Background: an optimization exercise with open tools, aiming at small area. Do not read the settings as production practice. The RTL was checked by simulation tests, not by an equivalence proof against the original design. In every run shown here, the design's own scripts or RTL, not TritonCTS, make the clock network. The clock input has no modelled driver; a real chip could not lean on it and would need a root buffer or a full tree. Power is estimated from default activity; no workload was simulated.

`flow/abc_j2.script`:
```
strash
&get -n
&deepsyn -J 400 -T 240 -S 22
&put
dch -f
amap -m
```
`flow/cts_single.tcl`:
```
# PRE_CTS hook: build the clock tree by hand and skip TritonCTS. The register clock pins
# are split into CLOCK_BUF_COUNT groups by x position; each group gets one clock buffer
# at its centre, and every buffer is driven straight from the clock port (one level of
# buffers, so all registers see the same clock arrival).
set block [ord::get_db_block]
set db [ord::get_db]
set master [$db findMaster $::env(CLOCK_BUF_CELL)]
set nbuf $::env(CLOCK_BUF_COUNT)
set clknet [[$block findBTerm $::env(CLOCK_PORT_NAME)] getNet]
set sinks {}
foreach it [$clknet getITerms] {
  set loc [[$it getInst] getLocation]
  lappend sinks [list [lindex $loc 0] [lindex $loc 1] $it]
}
set sinks [lsort -integer -index 0 $sinks]
set n [llength $sinks]
for {set b 0} {$b < $nbuf} {incr b} {
  set lo [expr {($b * $n) / $nbuf}]
  set hi [expr {(($b + 1) * $n) / $nbuf - 1}]
  set net [odb::dbNet_create $block clknet_$b]
  $net setSigType CLOCK
  set inst [odb::dbInst_create $block $master clkbuf_$b]
  set sx 0; set sy 0; set k 0
  foreach s [lrange $sinks $lo $hi] {
    lassign $s x y it
    set sx [expr {$sx + $x}]; set sy [expr {$sy + $y}]; incr k
    $it disconnect
    $it connect $net
  }
  [$inst findITerm A] connect $clknet
  [$inst findITerm X] connect $net
  $inst setLocation [expr {$sx / $k}] [expr {$sy / $k}]
  $inst setPlacementStatus PLACED
  puts "clock buffer clkbuf_$b ($::env(CLOCK_BUF_CELL)) drives $k clock pins"
}
rename clock_tree_synthesis orig_clock_tree_synthesis
proc clock_tree_synthesis { args } { puts "clock_tree_synthesis skipped: clock buffers built by hand" }
```
`flow/abc_j4.script`:
```
strash
&get -n
&deepsyn -J 400 -T 240 -S 44
&put
dch -f
amap -m
```
`constraint.sdc`:
```
create_clock -name core_clock -period 12.0 [get_ports {i_clk}]
set_input_delay 2.4000 -clock core_clock [delete_from_list [all_inputs] [get_ports {i_clk}]]
set_output_delay 2.4000 -clock core_clock [all_outputs]
set_load 0.01 [all_outputs]
```
`flow/abc_j3.script`:
```
strash
&get -n
&deepsyn -J 400 -T 240 -S 33
&put
dch -f
amap -m
```
`flow/abc_k1.script`:
```
strash
&get -n
&deepsyn -J 400 -T 240 -S 5
&put
dch -f
map -a
```
`flow/abc_j1.script`:
```
strash
&get -n
&deepsyn -J 400 -T 240 -S 11
&put
dch -f
amap -m
```
`config.mk`:
```
export PLATFORM = sky130hd
export DESIGN_NAME = top_time_clock
export DESIGN_NICKNAME = top_time_clock
export VERILOG_FILES = /design/flow/design.v
export SDC_FILE = /design/flow/constraint.sdc
export NUM_CORES = 4
export LEC_CHECK = 0
export CAP_MARGIN = 20
export CORE_MARGIN = 2
export CORE_UTILIZATION = 40
export SLEW_MARGIN = 20
```
`design.v`:
```
`timescale 1ns / 1ps
module top_time_clock(
    input i_clk, i_reset, i_mode, i_onOff,
    input i_inc_hour, i_inc_min, i_clr_sec,
    output [7:0] o_font,
    output [3:0] o_digit
    );
    reg [2:0] r_q; reg r_t;
    reg [2:0] r_s;
    reg [3:0] r_u;
    reg [6:0] r_c;
    reg [5:0] r_sec, r_min;
    reg [4:0] r_hour;
    wire w = r_q[2] & ~r_q[1];
    wire tick = w & ~r_t;
    wire u9 = r_u[3] & r_u[0];
    wire c99 = r_c[6] & r_c[5] & r_c[1] & r_c[0];
    wire s59 = r_sec[5] & r_sec[4] & r_sec[3] & r_sec[1] & r_sec[0];
    wire m59 = r_min[5] & r_min[4] & r_min[3] & r_min[1] & r_min[0];
    wire h23 = r_hour[4] & r_hour[2] & r_hour[1] & r_hour[0];
    wire c_inc = tick & u9;
    wire s_inc = c_inc & c99;
    wire m_carry = s_inc & s59;
    wire m_inc = i_inc_min | m_carry;
    wire h_inc = i_inc_hour | (m_carry & m59);
    always @(posedge i_clk or posedge i_reset) begin
        if (i_reset) begin
            r_q <= 0; r_t <= 0; r_s <= 0; r_u <= 0; r_c <= 0; r_sec <= 0; r_min <= 0; r_hour <= 0;
        end else begin
            r_q <= {r_q[1:0], ~(r_q[1] | r_q[2])};
            if (w) r_t <= ~r_t;
            if (tick) r_s <= r_s + 3'd1;
            if (i_clr_sec) begin
                r_u <= 0; r_c <= 0; r_sec <= 0;
            end else begin
                if (tick) r_u <= u9 ? 4'd0 : r_u + 4'd1;
                if (c_inc) r_c <= c99 ? 7'd0 : r_c + 7'd1;
                if (s_inc) r_sec <= s59 ? 6'd0 : r_sec + 6'd1;
            end
            if (m_inc) r_min <= m59 ? 6'd0 : r_min + 6'd1;
            if (h_inc) r_hour <= h23 ? 5'd0 : r_hour + 5'd1;
        end
    end
    assign o_digit = ~(4'b0001 << r_s[1:0]);
    reg [6:0] x;
    always @(*) begin
        case ({i_mode, r_s[1]})
            2'b00: x = {1'b0, r_min};
            2'b01: x = {2'b0, r_hour};
            2'b10: x = r_c;
            default: x = {1'b0, r_sec};
        endcase
    end
    reg [3:0] tens, ones;
    always @(*) begin
        case (x)
            7'd0: tens = 4'd0;
            7'd1: tens = 4'd0;
            7'd2: tens = 4'd0;
            7'd3: tens = 4'd0;
            7'd4: tens = 4'd0;
            7'd5: tens = 4'd0;
            7'd6: tens = 4'd0;
            7'd7: tens = 4'd0;
            7'd8: tens = 4'd0;
            7'd9: tens = 4'd0;
            7'd10: tens = 4'd1;
            7'd11: tens = 4'd1;
            7'd12: tens = 4'd1;
            7'd13: tens = 4'd1;
            7'd14: tens = 4'd1;
            7'd15: tens = 4'd1;
            7'd16: tens = 4'd1;
            7'd17: tens = 4'd1;
            7'd18: tens = 4'd1;
            7'd19: tens = 4'd1;
            7'd20: tens = 4'd2;
            7'd21: tens = 4'd2;
            7'd22: tens = 4'd2;
            7'd23: tens = 4'd2;
            7'd24: tens = 4'd2;
            7'd25: tens = 4'd2;
            7'd26: tens = 4'd2;
            7'd27: tens = 4'd2;
            7'd28: tens = 4'd2;
            7'd29: tens = 4'd2;
            7'd30: tens = 4'd3;
            7'd31: tens = 4'd3;
            7'd32: tens = 4'd3;
            7'd33: tens = 4'd3;
            7'd34: tens = 4'd3;
            7'd35: tens = 4'd3;
            7'd36: tens = 4'd3;
            7'd37: tens = 4'd3;
            7'd38: tens = 4'd3;
            7'd39: tens = 4'd3;
            7'd40: tens = 4'd4;
            7'd41: tens = 4'd4;
            7'd42: tens = 4'd4;
            7'd43: tens = 4'd4;
            7'd44: tens = 4'd4;
            7'd45: tens = 4'd4;
            7'd46: tens = 4'd4;
            7'd47: tens = 4'd4;
            7'd48: tens = 4'd4;
            7'd49: tens = 4'd4;
            7'd50: tens = 4'd5;
            7'd51: tens = 4'd5;
            7'd52: tens = 4'd5;
            7'd53: tens = 4'd5;
            7'd54: tens = 4'd5;
            7'd55: tens = 4'd5;
            7'd56: tens = 4'd5;
            7'd57: tens = 4'd5;
            7'd58: tens = 4'd5;
            7'd59: tens = 4'd5;
            7'd60: tens = 4'd6;
            7'd61: tens = 4'd6;
            7'd62: tens = 4'd6;
            7'd63: tens = 4'd6;
            7'd64: tens = 4'd6;
            7'd65: tens = 4'd6;
            7'd66: tens = 4'd6;
            7'd67: tens = 4'd6;
            7'd68: tens = 4'd6;
            7'd69: tens = 4'd6;
            7'd70: tens = 4'd7;
            7'd71: tens = 4'd7;
            7'd72: tens = 4'd7;
            7'd73: tens = 4'd7;
            7'd74: tens = 4'd7;
            7'd75: tens = 4'd7;
            7'd76: tens = 4'd7;
            7'd77: tens = 4'd7;
            7'd78: tens = 4'd7;
            7'd79: tens = 4'd7;
            7'd80: tens = 4'd8;
            7'd81: tens = 4'd8;
            7'd82: tens = 4'd8;
            7'd83: tens = 4'd8;
            7'd84: tens = 4'd8;
            7'd85: tens = 4'd8;
            7'd86: tens = 4'd8;
            7'd87: tens = 4'd8;
            7'd88: tens = 4'd8;
            7'd89: tens = 4'd8;
            7'd90: tens = 4'd9;
            7'd91: tens = 4'd9;
            7'd92: tens = 4'd9;
            7'd93: tens = 4'd9;
            7'd94: tens = 4'd9;
            7'd95: tens = 4'd9;
            7'd96: tens = 4'd9;
            7'd97: tens = 4'd9;
            7'd98: tens = 4'd9;
            7'd99: tens = 4'd9;
            default: tens = 4'bx;
        endcase
        case (x)
            7'd0: ones = 4'd0;
            7'd1: ones = 4'd1;
            7'd2: ones = 4'd2;
            7'd3: ones = 4'd3;
            7'd4: ones = 4'd4;
            7'd5: ones = 4'd5;
            7'd6: ones = 4'd6;
            7'd7: ones = 4'd7;
            7'd8: ones = 4'd8;
            7'd9: ones = 4'd9;
            7'd10: ones = 4'd0;
            7'd11: ones = 4'd1;
            7'd12: ones = 4'd2;
            7'd13: ones = 4'd3;
            7'd14: ones = 4'd4;
            7'd15: ones = 4'd5;
            7'd16: ones = 4'd6;
            7'd17: ones = 4'd7;
            7'd18: ones = 4'd8;
            7'd19: ones = 4'd9;
            7'd20: ones = 4'd0;
            7'd21: ones = 4'd1;
            7'd22: ones = 4'd2;
            7'd23: ones = 4'd3;
            7'd24: ones = 4'd4;
            7'd25: ones = 4'd5;
            7'd26: ones = 4'd6;
            7'd27: ones = 4'd7;
            7'd28: ones = 4'd8;
            7'd29: ones = 4'd9;
            7'd30: ones = 4'd0;
            7'd31: ones = 4'd1;
            7'd32: ones = 4'd2;
            7'd33: ones = 4'd3;
            7'd34: ones = 4'd4;
            7'd35: ones = 4'd5;
            7'd36: ones = 4'd6;
            7'd37: ones = 4'd7;
            7'd38: ones = 4'd8;
            7'd39: ones = 4'd9;
            7'd40: ones = 4'd0;
            7'd41: ones = 4'd1;
            7'd42: ones = 4'd2;
            7'd43: ones = 4'd3;
            7'd44: ones = 4'd4;
            7'd45: ones = 4'd5;
            7'd46: ones = 4'd6;
            7'd47: ones = 4'd7;
            7'd48: ones = 4'd8;
            7'd49: ones = 4'd9;
            7'd50: ones = 4'd0;
            7'd51: ones = 4'd1;
            7'd52: ones = 4'd2;
            7'd53: ones = 4'd3;
            7'd54: ones = 4'd4;
            7'd55: ones = 4'd5;
            7'd56: ones = 4'd6;
            7'd57: ones = 4'd7;
            7'd58: ones = 4'd8;
            7'd59: ones = 4'd9;
            7'd60: ones = 4'd0;
            7'd61: ones = 4'd1;
            7'd62: ones = 4'd2;
            7'd63: ones = 4'd3;
            7'd64: ones = 4'd4;
            7'd65: ones = 4'd5;
            7'd66: ones = 4'd6;
            7'd67: ones = 4'd7;
            7'd68: ones = 4'd8;
            7'd69: ones = 4'd9;
            7'd70: ones = 4'd0;
            7'd71: ones = 4'd1;
            7'd72: ones = 4'd2;
            7'd73: ones = 4'd3;
            7'd74: ones = 4'd4;
            7'd75: ones = 4'd5;
            7'd76: ones = 4'd6;
            7'd77: ones = 4'd7;
            7'd78: ones = 4'd8;
            7'd79: ones = 4'd9;
            7'd80: ones = 4'd0;
            7'd81: ones = 4'd1;
            7'd82: ones = 4'd2;
            7'd83: ones = 4'd3;
            7'd84: ones = 4'd4;
            7'd85: ones = 4'd5;
            7'd86: ones = 4'd6;
            7'd87: ones = 4'd7;
            7'd88: ones = 4'd8;
            7'd89: ones = 4'd9;
            7'd90: ones = 4'd0;
            7'd91: ones = 4'd1;
            7'd92: ones = 4'd2;
            7'd93: ones = 4'd3;
            7'd94: ones = 4'd4;
            7'd95: ones = 4'd5;
            7'd96: ones = 4'd6;
            7'd97: ones = 4'd7;
            7'd98: ones = 4'd8;
            7'd99: ones = 4'd9;
            default: ones = 4'bx;
        endcase
    end
    wire [3:0] digit = r_s[0] ? tens : ones;
    reg [6:0] seg;
    always @(*) begin
        case (digit)
            4'd0: seg = 7'h40;
            4'd1: seg = 7'h79;
            4'd2: seg = 7'h24;
            4'd3: seg = 7'h30;
            4'd4: seg = 7'h19;
            4'd5: seg = 7'h12;
            4'd6: seg = 7'h02;
            4'd7: seg = 7'h78;
            4'd8: seg = 7'h00;
            default: seg = 7'h10;
        endcase
    end
    wire blank = i_onOff | r_s[2];
    assign o_font[6:0] = blank ? 7'h7f : seg;
    assign o_font[7] = ~(~i_onOff & (r_s == 3'd6) & (r_c >= 7'd50));
endmodule
```
`flow/run.sh`:
```
#!/bin/bash
# Own layout flow: the standard synthesis (standard.sh synth), then an area-oriented
# re-mapping of the combinational logic only (every register instance kept with its name
# and cell type), then the standard ORFS steps from floorplan to finish, with buf_1 port
# buffers and a small clock tree. Each tool writes its own log in this folder.
set -euo pipefail
source flow/params.sh
WORK=$PWD
RES=$WORK/orfs/results/$FLOW_PLATFORM/top_time_clock/base
export REMAP_LIB=$FLOW_HOME/platforms/$FLOW_PLATFORM/lib/sky130_fd_sc_hd__tt_025C_1v80.lib
export FLOW_TOP

bash standard.sh synth > 1_synth_standard.log 2>&1
cp $RES/1_2_yosys.v $WORK/synth_standard.v

for s in flow/abc_*.script; do
  n=$(basename $s .script)
  ( export REMAP_IN=$WORK/synth_standard.v REMAP_OUT=$WORK/remap_$n.v REMAP_SCRIPT=$WORK/$s
    timeout 900 yosys -c flow/remap.tcl > remap_$n.log 2>&1 || true ) &
  while (( $(jobs -r | wc -l) >= ${NUM_CORES:-4} )); do sleep 1; done
done
wait
best=""; best_area=""
for s in flow/abc_*.script; do
  n=$(basename $s .script)
  f=$WORK/remap_$n.v
  [[ -f $f.stat && -f $f ]] || continue
  a=$(awk '/Chip area/ {print $NF}' $f.stat)
  echo "$n $a" >> remap_areas.log
  if [[ -z "$best" ]] || awk "BEGIN{exit !($a < $best_area)}"; then best=$f; best_area=$a; fi
done
echo "best: $best $best_area" >> remap_areas.log
if [[ -n "$best" ]]; then
  cp $best $RES/1_2_yosys.v
  touch $RES/1_2_yosys.v
fi

bash standard.sh finish \
  "BUFFER_PORTS_ARGS=-buffer_cell sky130_fd_sc_hd__buf_1" \
  "CTS_ARGS=$CTS_ARGS" \
  "PRE_CTS_TCL=$PRE_CTS_TCL" \
  > 2_finish_standard.log 2>&1
```
`standard.sh`:
```
#!/bin/bash
# synth_recipe.tcl (not shown) runs the flow's synth.tcl, then flattens the netlist and writes it again
# the make line also repeats each setting of config.mk as NAME=value (left out here)
make -C /OpenROAD-flow-scripts/flow DESIGN_CONFIG=/design/flow/config.mk WORK_HOME=/design/flow/orfs CLKGATE_MAP_FILE= SYNTH_SCRIPT=/design/flow/synth_recipe.tcl "${@:-finish}"
```
`flow/abc_j5.script`:
```
strash
&get -n
&deepsyn -J 400 -T 240 -S 55
&put
dch -f
amap -m
```
`flow/abc_j7.script`:
```
strash
&get -n
&deepsyn -J 400 -T 240 -S 77
&put
dch -f
amap -m
```
`flow/abc_j6.script`:
```
strash
&get -n
&deepsyn -J 400 -T 240 -S 66
&put
dch -f
amap -m
```
`flow/abc_j8.script`:
```
strash
&get -n
&deepsyn -J 400 -T 240 -S 88
&put
dch -f
amap -m
```
`flow/params.sh`:
```
CTS_ARGS="-sink_clustering_enable -repair_clock_nets -buf_list sky130_fd_sc_hd__clkbuf_4 -dont_use_dummy_load"
# one hand-made clock buffer instead of TritonCTS (empty PRE_CTS_TCL keeps TritonCTS)
PRE_CTS_TCL=$PWD/flow/cts_single.tcl
export CLOCK_BUF_CELL=sky130_fd_sc_hd__clkbuf_16
export CLOCK_BUF_COUNT=1
export CLOCK_PORT_NAME=i_clk
```
`flow/remap.tcl`:
```
# Re-map the combinational logic of the standard synthesis netlist for area.
# Registers are kept as they are (instances, names and cell types).
yosys -import
set lib $::env(REMAP_LIB)
set du {}
foreach c {*probe* *lpflow* *clkdly* *dlygate* *dlymetal* *_16 *_12 *clkbuf* *clkinv* *bufbuf* *bufinv*} {
  lappend du -dont_use $c
}
read_liberty -ignore_miss_func $lib
read_verilog $::env(REMAP_IN)
hierarchy -top $::env(FLOW_TOP)
setattr -mod -set keep_hierarchy 1 sky130_fd_sc_hd__df*
flatten
setattr -mod -set blackbox 1 sky130_fd_sc_hd__df*
hierarchy -top $::env(FLOW_TOP)
yosys rename -hide w:*.*
opt_clean -purge
abc -liberty $lib {*}$du -script $::env(REMAP_SCRIPT)
opt_clean -purge
splitnets
opt_clean -purge
hilomap -singleton -hicell sky130_fd_sc_hd__conb_1 HI -locell sky130_fd_sc_hd__conb_1 LO
insbuf -buf sky130_fd_sc_hd__buf_1 A X
opt_clean -purge
tee -o $::env(REMAP_OUT).stat stat -liberty $lib
write_verilog -noattr -noexpr -nohex -nodec $::env(REMAP_OUT)
```
==> flow_metrics.env, run 1 <==
export IMPL_r2r_setup_slack_ns=8.82
export IMPL_cts_resized=0
export IMPL_start_util=0.4204
export IMPL_diodes=0
export IMPL_cp_required_ns=9.60
export IMPL_dp_hpwl_um=3022
export IMPL_tightest_slew_ns=0.9546
export IMPL_post_cts_setup_buffers=0
export IMPL_crit_path_start="i_mode"
export IMPL_firstDrtPassIters=4
export IMPL_coreArea_um2=4414
export IMPL_post_route_period_util=0.6850
export IMPL_ctsHoldBuffers=0
export IMPL_regArea_um2=875.8
export IMPL_status="complete, no violations"
export IMPL_die_height_um=72.11
export IMPL_r2r_cells=16
export IMPL_worst_hold_slack_ns=0.3653
export IMPL_rsz0062_at_grt="false"
export IMPL_routabilityCongestion=0.8182
export IMPL_die_w_um=72.11
export IMPL_worstPathArrival_ns=5.82
export IMPL_num_io_pins=19
export IMPL_final_min_clock_period_ns=8.220
export IMPL_crit_reg2reg_launch="r_q[1]$_DFF_PP0_"
export IMPL_rr_endpoint="r_hour[3]$_DFFE_PP0P_"
export IMPL_final_nets=265
export IMPL_drc_errors=0
export IMPL_avgSynthCellArea_um2=7.862
export IMPL_layout_drive_gt1_share=0.007813
export IMPL_vias_per_cell=5.208
export IMPL_min_delay_path_class="flop to flop"
export IMPL_cap_viol_max_count=0
export IMPL_grt_pass1_vias=1537
export IMPL_relSlewSlack=0.3471
export IMPL_port_buffers=18
export IMPL_area_delta_synth_final_pct=8.901
export IMPL_antenna_found_initial=0
export IMPL_clk_latency_ns=0.18
export IMPL_syn_inst=236
export IMPL_grt_max_degree=36
export IMPL_cp_end_kind="output pin"
export IMPL_dieArea_um2=5200
export IMPL_clk_pin_slew_ns=0.12
export IMPL_report_final_slew_viol_count=0
export IMPL_dr_first_iter_drc_count=107
export IMPL_placementRows=24
export IMPL_p_leak_uw=0.0008689
export IMPL_finalSetupTns_ns=0
export IMPL_finalHoldViolCount=0
export IMPL_vdd_drop_max_uv=74.49
export IMPL_setup_viol=0
export IMPL_wire_per_inst_um=12.53
export IMPL_fmax_mhz=121.7
export IMPL_syn_num_nets=243
export IMPL_grt_total_usage=0.1584
export IMPL_critPathKind="input port to output pin"
export IMPL_fin_skew_ns=0.004337
export IMPL_yosysWarnings=1
export IMPL_synth_area_um2=1856
export IMPL_crit_end="o_font[0]"
export IMPL_multiInputGateArea_um2=837.1
export IMPL_vias=1604
export IMPL_drt_total_wl_um=3859
export IMPL_grt_pass1_wl_um=6858
export IMPL_antenna_left=0
export IMPL_cp_max_fo=6
export IMPL_grt_overflow=0
export IMPL_cp_start_kind="input port"
export IMPL_fill_cells=461
export IMPL_pwr_density_cell_nw_per_um2=130.5
critical path: stages:
cell and delay, ns:
buf_1 0.13, or2_0 0.31, o22a_1 0.23, o21ai_0 0.09, nor2b_1 0.31, or2_0 0.21, nor2_1 0.07, inv_1 0.07
o21ai_0 0.08, o21bai_1 0.19, nor3_1 0.16, a211oi_1 0.08, a31oi_1 0.25, inv_1 0.10, nor2b_1 0.23, o21ai_0 0.14
o21ai_0 0.27, o32a_1 0.22, o21a_1 0.13, buf_1 0.14
layer usage:
metal | up-vias | global-route usage | part of all wire
li1 | 846 | - | -
met1 | 718 | 0.2313 | 0.52
met2 | 32 | 0.2620 | 0.43
met3 | 8 | 0.005556 | 0.029
met4 | 0 | 0.03774 | 0.028
met5 | - | 0 | 0
report_power, final:
| group | switching (uW) | internal (uW) |
|---|---|---|
| Sequential | 9.61 | 133 |
| Clock | 29.6 | 15.7 |
| Combinational | 49.2 | 27.0 |
| Total | 88.4 | 175 |
final cells by class:
class	instances	share of cell area
sequential	35	0.4334
timing repair buffer	19	0.03715
tap	52	0.03220
inverter	38	0.07059
buffer	1	0.01238
multi-input combinational	163	0.4142
sequential cells by signal, summed over array words and instances (netlist names):
name	count
r_sec	6
r_min	6
r_c	7
r_hour	5
r_s	3
r_q	3
r_u	4
r_t	1
worst min path at each step:
stage                                start                to  slack (ns)  cells after the start
after detailed placement  r_q[0]$_DFF_PP0_  r_q[1]$_DFF_PP0_        0.34                      0
after floorplan           r_q[0]$_DFF_PP0_  r_q[1]$_DFF_PP0_        0.33                      0
after global placement    r_q[0]$_DFF_PP0_  r_q[1]$_DFF_PP0_        0.33                      0
after global routing      r_q[0]$_DFF_PP0_  r_q[1]$_DFF_PP0_        0.37                      0
final                     r_q[0]$_DFF_PP0_  r_q[1]$_DFF_PP0_        0.37                      0
after CTS                 r_q[0]$_DFF_PP0_  r_q[1]$_DFF_PP0_        0.34                      0
through the flow:
step,setup WS [ns],area (um2),util,power [uW],instances
6_report,3.780,2021,0.4578,263.8,308
5_1_grt,3.324,2021,0.4578,287.1,308
4_1_cts,3.823,2021,0.4578,254.4,308
3_5_place_dp,3.844,1996,0.4521,220.8,307
3_3_place_gp,4.009,1996,0.4521,220.3,307
2_1_floorplan,4.204,1856,-,202.7,236
placed cells by master, fill, tap and decap left out, types with 2 or more instances in the layout:
cell type / count
a211oi_1: 6
a21oi_1: 14
a31oi_1: 5
buf_1: 18
dfrtp_1: 35
inv_1: 38
nand2_1: 20
nor2_1: 50
nor2b_1: 3
nor3_1: 9
nor3b_1: 2
nor4_1: 2
o21a_1: 3
o21ai_0: 16
o22ai_1: 10
o32ai_1: 2
o41ai_1: 2
or2_0: 6
or3_1: 4
==> inputs of run 2 (changes only) <==
--- a/config.mk
+++ b/config.mk
@@ -8,4 +8,5 @@
 export CAP_MARGIN = 20
 export CORE_MARGIN = 2
 export CORE_UTILIZATION = 40
+export PLACE_DENSITY = 0.75
 export SLEW_MARGIN = 20
==> flow_metrics.env, run 2 <==
export IMPL_cap_viol_max_count=0
export IMPL_path_cells="buf_1 -> or2_0 -> o22a_1 -> o21ai_0 -> nor2b_1 -> or2_0 -> nor2_1 -> inv_1 -> o21ai_0 -> o21bai_1 -> nor3_1 -> a211oi_1 -> a31oi_1 -> inv_1 -> nor2b_1 -> o21ai_0 -> o21ai_0 -> o32a_1 -> o21a_1 -> buf_1"
export IMPL_fin_skew_ns=0.006339
export IMPL_coreArea_um2=4414
export IMPL_cts_resized=0
export IMPL_dieArea_um2=5200
export IMPL_clk_latency_ns=0.18
export IMPL_final_nets=265
export IMPL_start_util=0.4204
export IMPL_pwr_density_cell_nw_per_um2=131.1
export IMPL_dr_first_iter_drc_count=90
export IMPL_cp_start_kind="input port"
export IMPL_grt_max_degree=36
export IMPL_worstPathArrival_ns=5.85
export IMPL_cp_max_fo=6
export IMPL_syn_inst=236
export IMPL_port_buffers=18
export IMPL_placementRows=24
export IMPL_fill_cells=448
export IMPL_antenna_left=0
export IMPL_design_area_um2=2021
export IMPL_layout_drive_gt1_share=0.007813
export IMPL_r2r_cells=16
export IMPL_critPathMaxStageDelay_ns=0.31
export IMPL_crit_reg2reg_launch="r_q[1]$_DFF_PP0_"
export IMPL_fmax_mhz=121.2
export IMPL_die_w_um=72.11
export IMPL_ctsHoldBuffers=0
export IMPL_diodes=0
export IMPL_num_io_pins=19
export IMPL_grt_pass1_vias=1556
export IMPL_area_delta_synth_final_pct=8.901
export IMPL_synth_area_um2=1856
export IMPL_setup_viol=0
export IMPL_clk_pin_slew_ns=0.12
export IMPL_path_buf_inv=4
export IMPL_wire_per_inst_um=12.23
export IMPL_yosysWarnings=1
export IMPL_cp_required_ns=9.60
export IMPL_rsz0062_at_grt="false"
export IMPL_firstDrtPassIters=4
export IMPL_grt_overflow=0
export IMPL_syn_num_nets=243
export IMPL_dp_hpwl_um=2896
export IMPL_top_regs="r_c: 7 flops, r_min: 6 flops, r_sec: 6 flops"
export IMPL_finalSetupTns_ns=0
export IMPL_antenna_found_initial=0
export IMPL_hold_start="r_q[0]$_DFF_PP0_"
export IMPL_final_min_clock_period_ns=8.250
export IMPL_avgSynthCellArea_um2=7.862
export IMPL_min_delay_path_class="flop to flop"
export IMPL_cp_slowest_cell="or2_0"
export IMPL_largest_reg_flops=7
export IMPL_tightest_slew_ns=0.9775
export IMPL_cp_top_family="compound AO/OA/AOI/OAI gates"
export IMPL_critPathKind="input port to output pin"
export IMPL_critPathMostFrequentCell="o21ai_0"
export IMPL_cp_end_kind="output pin"
export IMPL_r2r_setup_slack_ns=8.81
export IMPL_status="complete, no violations"
export IMPL_grt_pass1_wl_um=6561
export IMPL_grt_total_usage=0.1502
export IMPL_drc_errors=0
export IMPL_p_leak_uw=0.0008689
export IMPL_layout_common_cells="nor2_1 (50), inv_1 (38), dfrtp_1 (35), nand2_1 (20), buf_1 (18)"
export IMPL_final_common_cell="nor2_1"
export IMPL_hold_depth=0
export IMPL_placed_cell_area_um2=1996
export IMPL_min_to="r_q[1]$_DFF_PP0_"
export IMPL_post_route_period_util=0.6875
export IMPL_vias=1637
export IMPL_regMostFlops="r_c"
export IMPL_post_cts_setup_buffers=0
export IMPL_die_height_um=72.11
export IMPL_vias_per_cell=5.315
export IMPL_vdd_drop_max_uv=65.81
export IMPL_relSlewSlack=0.3315
export IMPL_routabilityCongestion=0.8240
export IMPL_rr_endpoint="r_hour[3]$_DFFE_PP0P_"
export IMPL_drt_total_wl_um=3766
export IMPL_finalHoldViolCount=0
export IMPL_report_final_slew_viol_count=0
==> run 2: power by group <==
part / total (uW) / switching (uW) / internal [uW]
Clock: 45.5 / 29.9 / 15.7
Combinational: 76.9 / 49.9 / 27.0
Sequential: 142 / 9.69 / 133
==> run 2: metrics by stage <==
stage / utilization / hold WS (ns) / worst slack (ns) / power (uW) / instances
floorplan: - / 0.3312 / 4.204 / 202.7 / 236
finish: 0.4578 / 0.3656 / 3.750 / 264.9 / 308
global route: 0.4578 / 0.3863 / 3.368 / 281.6 / 308
CTS: 0.4578 / 0.3393 / 3.828 / 253.9 / 308
detailed placement: 0.4521 / 0.3393 / 3.843 / 220.6 / 307
global placement: 0.4521 / 0.3317 / 4.067 / 217.8 / 307
==> run 2: area by class of cell <==
| type | count | area [um2] | area share |
|---|---|---|---|
| buffer | 1 | 25.02 | 0.01238 |
| inverter | 38 | 142.6 | 0.07059 |
| multi-input combinational | 163 | 837.1 | 0.4142 |
| sequential | 35 | 875.8 | 0.4334 |
| tap | 52 | 65.06 | 0.03220 |
| timing repair buffer | 19 | 75.07 | 0.03715 |
==> run 2: layer usage <==
layer  vias to the layer above  track usage  share of wire
met1                       744       0.2140           0.50
met4                         0      0.01677         0.0069
met2                        39       0.2620           0.45
met3                         4     0.008333          0.041
li1                        850            -              -
met5                         -            0              0
==> run 2: worst max path at each step <==
stage                     end  startpoint  depth (start not counted)  slack [ns]
floorplan           o_font[4]      i_mode                         18        4.20
global placement    o_font[0]      i_mode                         20        4.07
detailed placement  o_font[4]      i_mode                         20        3.84
CTS                 o_font[4]      i_mode                         20        3.83
global route        o_font[4]      i_mode                         20        3.37
finish              o_font[0]      i_mode                         20        3.75
==> inputs of run 3 (changes only) <==
==> flow/params.sh (replaced) <==
CTS_ARGS="-sink_clustering_enable -repair_clock_nets -buf_list sky130_fd_sc_hd__clkbuf_4 -dont_use_dummy_load"
# one hand-made clock buffer instead of TritonCTS (empty PRE_CTS_TCL keeps TritonCTS)
PRE_CTS_TCL=$PWD/flow/cts_single.tcl
export CLOCK_BUF_CELL=sky130_fd_sc_hd__clkbuf_8
export CLOCK_BUF_COUNT=2
export CLOCK_PORT_NAME=i_clk
--- a/config.mk
+++ b/config.mk
@@ -8,5 +8,4 @@
 export CAP_MARGIN = 20
 export CORE_MARGIN = 2
 export CORE_UTILIZATION = 40
-export PLACE_DENSITY = 0.75
 export SLEW_MARGIN = 20
==> flow_metrics.env, run 3 <==
export IMPL_status="complete, no violations"
export IMPL_setup_viol=0
export IMPL_pwr_density_cell_nw_per_um2=130.4
export IMPL_clk_latency_ns=0.16
export IMPL_clk_pin_slew_ns=0.10
export IMPL_r2r_setup_slack_ns=8.84
export IMPL_rsz0062_at_grt="false"
export IMPL_die_height_um=72.11
export IMPL_area_delta_synth_final_pct=9.036
export IMPL_critPathMaxStageDelay_ns=0.32
export IMPL_cp_end_kind="output pin"
export IMPL_path_buf_inv=4
export IMPL_grt_total_usage=0.1596
export IMPL_diodes=0
export IMPL_pre_cts_slack_ns=3.844
export IMPL_path_cells="buf_1 -> or2_0 -> o22a_1 -> o21ai_0 -> nor2b_1 -> or2_0 -> nor2_1 -> inv_1 -> o21ai_0 -> o21bai_1 -> nor3_1 -> a211oi_1 -> a31oi_1 -> inv_1 -> nor2b_1 -> o21ai_0 -> o21ai_0 -> o32a_1 -> o21a_1 -> buf_1"
export IMPL_cp_max_fo=6
export IMPL_placementRows=24
export IMPL_grt_pass1_wl_um=6900
export IMPL_vias=1588
export IMPL_post_cts_setup_buffers=0
export IMPL_min_delay_path_class="flop to flop"
export IMPL_post_route_period_util=0.6864
export IMPL_worstPathArrival_ns=5.84
export IMPL_hold_start="r_q[0]$_DFF_PP0_"
export IMPL_num_io_pins=19
export IMPL_hold_depth=0
export IMPL_post_layout_nonfiller_instances=309
export IMPL_p_leak_uw=0.0008709
export IMPL_final_min_clock_period_ns=8.237
export IMPL_largest_reg_flops=7
export IMPL_avgSynthCellArea_um2=7.862
export IMPL_drt_total_wl_um=3891
export IMPL_cp_start_kind="input port"
export IMPL_cts_resized=0
export IMPL_firstDrtPassIters=4
export IMPL_dr_first_iter_drc_count=102
export IMPL_fin_skew_ns=0.007876
export IMPL_cp_slowest_cell="nor2b_1"
export IMPL_synth_area_um2=1856
export IMPL_dp_hpwl_um=3022
export IMPL_top_regs="r_c: 7 flops, r_min: 6 flops, r_sec: 6 flops"
export IMPL_cp_top_family="compound AO/OA/AOI/OAI gates"
export IMPL_die_w_um=72.11
export IMPL_cap_viol_max_count=0
export IMPL_tightest_slew_ns=0.9439
export IMPL_grt_max_degree=36
export IMPL_grt_pass1_vias=1538
export IMPL_syn_inst=236
export IMPL_layout_drive_gt1_share=0.01167
export IMPL_cp_required_ns=9.60
export IMPL_regMostFlops="r_c"
export IMPL_antenna_left=0
export IMPL_critPathKind="input port to output pin"
export IMPL_post_place_cells=307
export IMPL_drc_errors=0
export IMPL_coreArea_um2=4414
export IMPL_vdd_drop_max_uv=113.1
export IMPL_final_nets=266
export IMPL_rr_endpoint="r_hour[3]$_DFFE_PP0P_"
export IMPL_syn_num_nets=243
export IMPL_fmax_mhz=121.4
export IMPL_ctsHoldBuffers=0
export IMPL_crit_reg2reg_launch="r_q[1]$_DFF_PP0_"
export IMPL_antenna_found_initial=0
export IMPL_report_final_slew_viol_count=0
export IMPL_relSlewSlack=0.3544
export IMPL_wire_per_inst_um=12.59
export IMPL_yosysWarnings=1
export IMPL_port_buffers=18
export IMPL_setup_slack_ns=3.763
export IMPL_layout_common_cells="nor2_1 (50), inv_1 (38), dfrtp_1 (35), nand2_1 (20), buf_1 (18)"
export IMPL_grt_overflow=0
export IMPL_critPathMostFrequentCell="o21ai_0"
export IMPL_dieArea_um2=5200
export IMPL_fill_cells=460
export IMPL_min_to="r_q[1]$_DFF_PP0_"
export IMPL_r2r_cells=16
export IMPL_finalHoldViolCount=0
export IMPL_start_util=0.4204
export IMPL_finalSetupTns_ns=0
export IMPL_routabilityCongestion=0.8182
export IMPL_vias_per_cell=5.139
export IMPL_final_common_cell="nor2_1"
[run 3: layout make-up]
type | instances | area (um2) | share of cell area
well taps | 52 | 65.06 | 0.03216
flip-flops and latches | 35 | 875.8 | 0.4329
multi-input cells | 163 | 837.1 | 0.4137
inverters | 38 | 142.6 | 0.07050
repair buffers | 19 | 75.07 | 0.03711
plain buffers | 2 | 27.53 | 0.01361
[run 3: worst max-delay path by stage]
stage | endpoint | cells past startpoint | from
floorplan | o_font[4] | 18 | i_mode
global placement | o_font[4] | 20 | i_mode
detailed placement | o_font[4] | 20 | i_mode
CTS | o_font[0] | 20 | i_mode
global route | o_font[4] | 20 | i_mode
finish | o_font[0] | 20 | i_mode
[run 3: metrics by stage]
step                utilization  area [um2]  hold slack, ns  power [uW]
CTS                      0.4583        2023          0.3411       254.4
floorplan                     -        1856          0.3312       202.7
detailed placement       0.4521        1996          0.3449       220.8
global route             0.4583        2023          0.3699       287.0
finish                   0.4583        2023          0.3601       263.8
global placement         0.4521        1996          0.3339       220.3
[run 3: per-layer routing]
metal  part of all wire  track usage  wire (um)
met5                  0            0          0
met4              0.028      0.03774        108
met3              0.034     0.009722        133
met2               0.43       0.2620       1656
met1               0.51       0.2321       1993
[run 3: power breakdown]
| part | switching, uW | internal, uW |
|---|---|---|
| Sequential | 9.60 | 133 |
| Clock | 29.9 | 15.6 |
| Combinational | 49.1 | 27.0 |
==> inputs of run 4 (changes only) <==
==> flow/abc_b4.script (new file) <==
strash
&get -n
&deepsyn -T 20
&put
dch -f
amap
==> flow/abc_c1.script (new file) <==
strash
&get -n
&deepsyn -T 15 -S 1
&put
dch -f
amap -m
==> flow/abc_c2.script (new file) <==
strash
&get -n
&deepsyn -T 15 -S 2
&put
dch -f
amap -m
==> flow/abc_c3.script (new file) <==
strash
&get -n
&deepsyn -T 15 -S 3
&put
dch -f
amap -m
==> flow/abc_c4.script (new file) <==
strash
&get -n
&deepsyn -T 15 -S 28
&put
dch -f
amap -m
==> flow/abc_c5.script (new file) <==
strash
&get -n
&deepsyn -T 15 -S 35
&put
dch -f
amap -m
==> flow/abc_c6.script (new file) <==
strash
&get -n
&deepsyn -T 15 -S 42
&put
dch -f
amap -m
==> flow/cts_single.tcl (replaced) <==
# PRE_CTS hook: build the clock tree by hand as one clock buffer that drives every
# register clock pin (no skew between registers), and skip TritonCTS.
set block [ord::get_db_block]
set db [ord::get_db]
set bufname $::env(CLOCK_BUF_CELL)
set master [$db findMaster $bufname]
set clk_port [$block findBTerm $::env(CLOCK_PORT_NAME)]
set clknet [$clk_port getNet]
set newnet [odb::dbNet_create $block clknet_root]
$newnet setSigType CLOCK
set inst [odb::dbInst_create $block $master clkbuf_root]
set sx 0; set sy 0; set n 0
foreach it [$clknet getITerms] {
  set ii [$it getInst]
  set loc [$ii getLocation]
  set sx [expr {$sx + [lindex $loc 0]}]
  set sy [expr {$sy + [lindex $loc 1]}]
  incr n
  $it disconnect
  $it connect $newnet
}
puts "clock buffer $bufname drives $n clock pins"
[$inst findITerm A] connect $clknet
[$inst findITerm X] connect $newnet
$inst setLocation [expr {$sx / $n}] [expr {$sy / $n}]
$inst setPlacementStatus PLACED
rename clock_tree_synthesis orig_clock_tree_synthesis
proc clock_tree_synthesis { args } { puts "clock_tree_synthesis skipped: clock buffer built by hand" }
==> flow/params.sh (replaced) <==
CTS_ARGS="-sink_clustering_enable -repair_clock_nets -buf_list sky130_fd_sc_hd__clkbuf_4 -dont_use_dummy_load"
# one hand-made clock buffer instead of TritonCTS (empty PRE_CTS_TCL keeps TritonCTS)
PRE_CTS_TCL=$PWD/flow/cts_single.tcl
export CLOCK_BUF_CELL=sky130_fd_sc_hd__clkbuf_16
export CLOCK_PORT_NAME=i_clk
removed: flow/abc_j1.script
removed: flow/abc_j2.script
removed: flow/abc_j3.script
removed: flow/abc_j4.script
removed: flow/abc_j5.script
removed: flow/abc_j6.script
removed: flow/abc_j7.script
removed: flow/abc_j8.script
removed: flow/abc_k1.script
==> flow_metrics.env, run 4 <==
export IMPL_busiest_layer="met2"
export IMPL_wire_per_inst_um=13.03
export IMPL_largest_reg_flops=7
export IMPL_final_nets=263
export IMPL_layout_drive_gt1_share=0.007874
export IMPL_final_min_clock_period_ns=8.092
export IMPL_hold_depth=0
export IMPL_grt_pass1_vias=1545
export IMPL_synth_area_um2=1858
export IMPL_vdd_drop_max_uv=65.69
export IMPL_dp_hpwl_um=3186
export IMPL_grt_util_met3=0.008333
export IMPL_dieArea_um2=5206
export IMPL_coreArea_um2=4414
export IMPL_cp_end_kind="output pin"
export IMPL_firstDrtPassIters=4
export IMPL_vias=1611
export IMPL_clk_latency_ns=0.18
export IMPL_fmax_mhz=123.6
export IMPL_die_w_um=72.16
export IMPL_placementRows=24
export IMPL_num_io_pins=19
export IMPL_placed_cell_area_um2=1998
export IMPL_routabilityCongestion=0.8831
export IMPL_setup_slack_ns=3.908
export IMPL_pwr_density_cell_nw_per_um2=125.8
export IMPL_grtUsageMet2=0.2793
export IMPL_cp_max_fo=7
export IMPL_r2r_cells=16
export IMPL_post_place_cells=305
export IMPL_cp_required_ns=9.60
export IMPL_dr_first_iter_drc_count=145
export IMPL_fill_cells=467
export IMPL_area_delta_synth_final_pct=8.889
export IMPL_final_common_cell="nor2_1"
export IMPL_post_cts_setup_buffers=0
export IMPL_drt_total_wl_um=3988
export IMPL_top_regs="r_c: 7 flops, r_min: 6 flops, r_sec: 6 flops"
export IMPL_start_util=0.4209
export IMPL_cp_start_kind="input port"
export IMPL_vias_per_cell=5.265
export IMPL_grt_overflow=0
export IMPL_diodes=0
export IMPL_multiInputGateArea_um2=854.6
export IMPL_fin_skew_ns=0.002723
export IMPL_die_height_um=72.16
export IMPL_port_buffers=18
export IMPL_min_delay_path_class="flop to flop"
export IMPL_relSlewSlack=0.6178
export IMPL_r2r_setup_slack_ns=8.44
export IMPL_design_area_um2=2023
export IMPL_p_leak_uw=0.0008547
export IMPL_post_route_period_util=0.6743
export IMPL_crit_reg2reg_launch="r_q[1]$_DFF_PP0_"
export IMPL_status="complete, no violations"
export IMPL_finalSetupTns_ns=0
export IMPL_grt_pass1_wl_um=7155
export IMPL_antenna_found_initial=0
export IMPL_crit_path_start="i_mode"
export IMPL_ctsHoldBuffers=0
export IMPL_report_final_slew_viol_count=0
export IMPL_tightest_slew_ns=0.5681
export IMPL_critPathKind="input port to output pin"
export IMPL_clk_pin_slew_ns=0.12
export IMPL_hold_start="r_q[0]$_DFF_PP0_"
export IMPL_antenna_left=0
export IMPL_cap_viol_max_count=0
export IMPL_use_met1=0.2493
export IMPL_setup_viol=0
export IMPL_worst_hold_slack_ns=0.3715
export IMPL_grt_total_usage=0.1666
export IMPL_syn_num_nets=241
export IMPL_rr_endpoint="r_hour[3]$_DFFE_PP0P_"
export IMPL_regArea_um2=875.8
export IMPL_finalHoldViolCount=0
export IMPL_rsz0062_at_grt="false"
export IMPL_syn_inst=234
export IMPL_crit_end="o_font[0]"
export IMPL_worstPathArrival_ns=5.69
export IMPL_avgSynthCellArea_um2=7.940
export IMPL_cts_resized=0
export IMPL_drc_errors=0
export IMPL_post_layout_nonfiller_instances=306
export IMPL_grt_max_degree=36
export IMPL_pre_cts_slack_ns=3.971
export IMPL_regMostFlops="r_c"
export IMPL_layout_common_cells="nor2_1 (53), dfrtp_1 (35), inv_1 (34), nand2_1 (21), buf_1 (18)"
export IMPL_yosysWarnings=1
run 4: area by class of cell:
cell class | count | area share
inverter | 34 | 0.06308
sequential | 35 | 0.4329
buffer | 1 | 0.01237
multi-input combinational | 165 | 0.4224
timing repair buffer | 19 | 0.03711
tap | 52 | 0.03216
run 4: how the worst min path moves through the flow:
stage | slack (ns) | to
after floorplan | 0.33 | r_q[1]$_DFF_PP0_
after global placement | 0.33 | r_q[1]$_DFF_PP0_
after detailed placement | 0.34 | r_q[1]$_DFF_PP0_
after CTS | 0.35 | r_q[1]$_DFF_PP0_
after global routing | 0.38 | r_q[1]$_DFF_PP0_
final | 0.37 | r_q[1]$_DFF_PP0_
run 4: metal layers:
layer  part of all wire  routed length (um)
met3              0.024                  95
met2               0.46                1846
met4             0.0073                  29
met5                  0                   0
met1               0.51                2016
run 4: stage by stage:
| step | total power (uW) | utilization |
|---|---|---|
| after floorplan | 195.9 | - |
| after CTS | 245.6 | 0.4583 |
| final | 254.6 | 0.4583 |
| after global placement | 212.1 | 0.4527 |
| after detailed placement | 212.5 | 0.4527 |
| after global routing | 273.4 | 0.4583 |
run 4: critical path, cell delays in order:
cell	delay, ns
buf_1	0.19
inv_1	0.10
nand2_1	0.16
o22a_1	0.16
o221ai_1	0.15
inv_1	0.21
nor2_1	0.10
a21oi_1	0.17
inv_1	0.06
a32oi_1	0.25
a31oi_1	0.16
a222oi_1	0.35
inv_1	0.10
nor2_1	0.12
inv_1	0.06
a21oi_1	0.16
a21oi_1	0.06
nor2_1	0.15
a31oi_1	0.08
o21a_1	0.22
a21boi_0	0.11
buf_1	0.15
run 4: where the power goes:
group | total, uW | internal [uW] | switching [uW]
clock network | 44.6 | 15.7 | 28.9
logic | 63.9 | 24.3 | 39.6
registers | 146 | 133 | 13.1

[what the ideal ports hide]
In the flow no input, the clock included, has a driving cell. The finished layouts below were timed again as built, in two steps.
Step 1 assumes that a clkbuf_16 drives the clock port and a buf_2 every other input.
Step 2, shift: input delay + t, output delay - t, t = (earliest + latest rising clock arrival at the registers) / 2. This alone moves slack from input paths to output paths.
Three values: no drivers, after step 1, after step 2; two values: the first two.
run	t, ns	setup slack, ns	hold WS [ns]
run 1	0.208	3.780 / 3.751 / 3.751	0.365 / 0.365 / 0.365
run 2	0.211	3.750 / 3.723 / 3.723	0.366 / 0.366 / 0.366
run 3	0.192	3.763 / 3.735 / 3.735	0.360 / 0.360 / 0.360
run 4	0.208	3.908 / 3.871 / 3.871	0.372 / 0.371 / 0.371
After both steps setup and hold are still met in every run listed. The setup slack of run 4, which loses most, moves by -0.037 ns with the drivers and by -0.037 ns with both steps.
